Source: an optimization exercise on an open RTL-to-GDS flow (aim: small area). Production flows keep margins and buffers that such runs may drop. Only simulation tests tie the RTL to the original design; equivalence was not proved. Power and IR drop assume default switching activity.

==> inputs of 02-05 <==
## LCD
module LCD(
    input clock,
    input reset,
    output LCD_E,
    output LCD_RS,
    output LCD_RW,
    output [3:0] SF_D,
    output SF_CE0
    );
==> flow/config.mk <==
export PLATFORM = sky130hd
export DESIGN_NAME = LCD
export DESIGN_NICKNAME = LCD
export VERILOG_FILES = /design/flow/design.v
export SDC_FILE = /design/flow/constraint.sdc
export NUM_CORES = 4
export LEC_CHECK = 0
export CAP_MARGIN = 20
export CORE_MARGIN = 2
export CORE_UTILIZATION = 60
export SLEW_MARGIN = 20
export SYNTH_HIERARCHICAL = 1
==> flow/constraint.sdc <==
create_clock -name core_clock -period 20.0 [get_ports {clock}]
set_input_delay 4.0000 -clock core_clock [delete_from_list [all_inputs] [get_ports {clock}]]
set_output_delay 4.0000 -clock core_clock [all_outputs]
set_load 0.01 [all_outputs]
standard.sh (not shown) runs the stock make flow with config.mk's settings and CLKGATE_MAP_FILE= SYNTH_SCRIPT=/design/flow/synth_recipe.tcl, a recipe that flattens the netlist after the stock synthesis.
==> flow/flow/run.sh <==
#!/bin/bash
set -euo pipefail
bash standard.sh synth > synth.log 2>&1
R=orfs/results/sky130hd/LCD/base
cp $R/1_2_yosys.v 1_2_yosys.standard.v
sed -E -f flow/downsize.sed 1_2_yosys.standard.v > $R/1_2_yosys.v
diff 1_2_yosys.standard.v $R/1_2_yosys.v > downsize.diff.log || true
export BUFFER_PORTS_ARGS="-buffer_cell sky130_fd_sc_hd__buf_1"
bash standard.sh > layout.log 2>&1
Other scripts of this flow, unchanged in this note and not shown: flow/flow/downsize.sed
==> inputs of 03-08, as changes to 02-05 <==
- CORE_UTILIZATION: 60 -> 40
==> inputs of 05-09, as changes to 02-05 <==
--- a/flow/flow/run.sh
+++ b/flow/flow/run.sh
@@ -7,3 +7,4 @@
 diff 1_2_yosys.standard.v $R/1_2_yosys.v > downsize.diff.log || true
 export BUFFER_PORTS_ARGS="-buffer_cell sky130_fd_sc_hd__buf_1"
+export CTS_ARGS="-repair_clock_nets -buf_list sky130_fd_sc_hd__clkbuf_8 -root_buf sky130_fd_sc_hd__clkbuf_8"
 bash standard.sh > layout.log 2>&1
- CORE_UTILIZATION: 60 -> 40
==> results.txt <==
CTS
The clock-pin transition on the worst setup and hold timing paths is approximately 100 ps.

Pwr
The switching power as a share of total power is 0.2931. In this run the power spent charging and discharging nets is approximately 0.024 mW. The share of total power dissipated in combinational logic is 0.158. The peak supply drop is 48.83 uV.

Status
The run finished with no timing, DRC or antenna violations.

STA
The post-layout minimum cycle time is 6805 ps.

Setup path
The register-to-register setup slack is 15,900 ps.

Floorplanning
After floorplanning, the core was divided into 16 placement rows.

Final layout
The count of placed standard cells in the final layout, fillers left out is around 230.
the above is filed under 02-05

==> results.txt <==
Setup path
The register-to-register setup slack is 16,130 ps.

Min path
The number of cells traversed by the worst hold path is 1.

Pwr
Of the total power, the share spent switching nets is 0.2793. The net load switching power is roughly 0.025 mW. The peak supply drop is around 46 uV.

Routing
In this run, the number of DRC markers left after iteration 0 of detailed routing was 135.

CTS
After clock tree synthesis, the repair step resized 0 gates. The clock-pin transition on the worst setup and hold timing paths is 80 ps.

Placed design
In this run the cell area measured after placement is between 0.001 and 0.0015 sq mm.

Yosys
Yosys printed 7 warnings.

Floorplanning
The initialized floorplan defines 20 standard-cell rows.

Status
The flow ran to the end and the layout has no timing, DRC or antenna violations.

Final layout
The count of placed standard cells in the final layout, fillers left out is roughly 240.

STA
Derived from the worst setup path, the maximum achievable clock frequency is 148.6 MHz.
the above is filed under 05-09

==> results.txt <==
Floorplanning
The cell row count is 20.

Pwr
Of the total power, combinational logic draws 0.154. Summed over all nets, the switching power comes to 0.02424 mW. The switching power as a share of total power is 0.2971. VDD sags by at most 40.47 uV. Power comes to 0.08160 mW.

Final layout
Leaving out filler cells and counting taps, the final layout contains 242. Counting the inverters off the clock network in the layout gives 15. Registers represent a cell area share of 0.3011.

Setup path
The register-to-register setup slack is 16,100 ps. The slowest stage of the critical path belongs to the cell sky130_fd_sc_hd__dfxtp_1.

CTS
The clock-pin transition on the worst setup and hold timing paths is 120 ps.

Status
The run finished with no timing, DRC or antenna violations.

STA
Subtracting the final worst setup slack from the clock period gives 6819 ps. The worst-case setup margin in the final layout is about 13,000 ps.
the above is filed under 03-08

afterwards: timing with drivers on the ports:
The flow's constraints put no driver on any port. The routed layouts listed below were extracted and timed again, unchanged, in two steps. Step 1 assumes that a clkbuf_16 drives the clock port and a buf_2 every other input. Step 2 adds t to the input delays and takes it off the output delays; t is the mean of the earliest and latest rising clock arrival at the registers after step 1. Input paths then give back, and output paths get back, about the clock's delay inside the block. Slacks: ideal ports / drivers / drivers and shift; pairs: ideal ports / drivers.
| run | t, ns | slack for setup (ns) | hold WS [ns] |
|---|---|---|---|
| 02-05 | 0.319 | 13.195 / 13.175 / 13.494 | 0.516 / 0.516 / 0.516 |
| 03-08 | 0.319 | 13.181 / 13.161 / 13.479 | 0.521 / 0.521 / 0.521 |
| 05-09 | 0.276 | 13.272 / 13.249 / 13.525 | 0.508 / 0.508 / 0.508 |
After both steps every run listed still meets setup and hold.
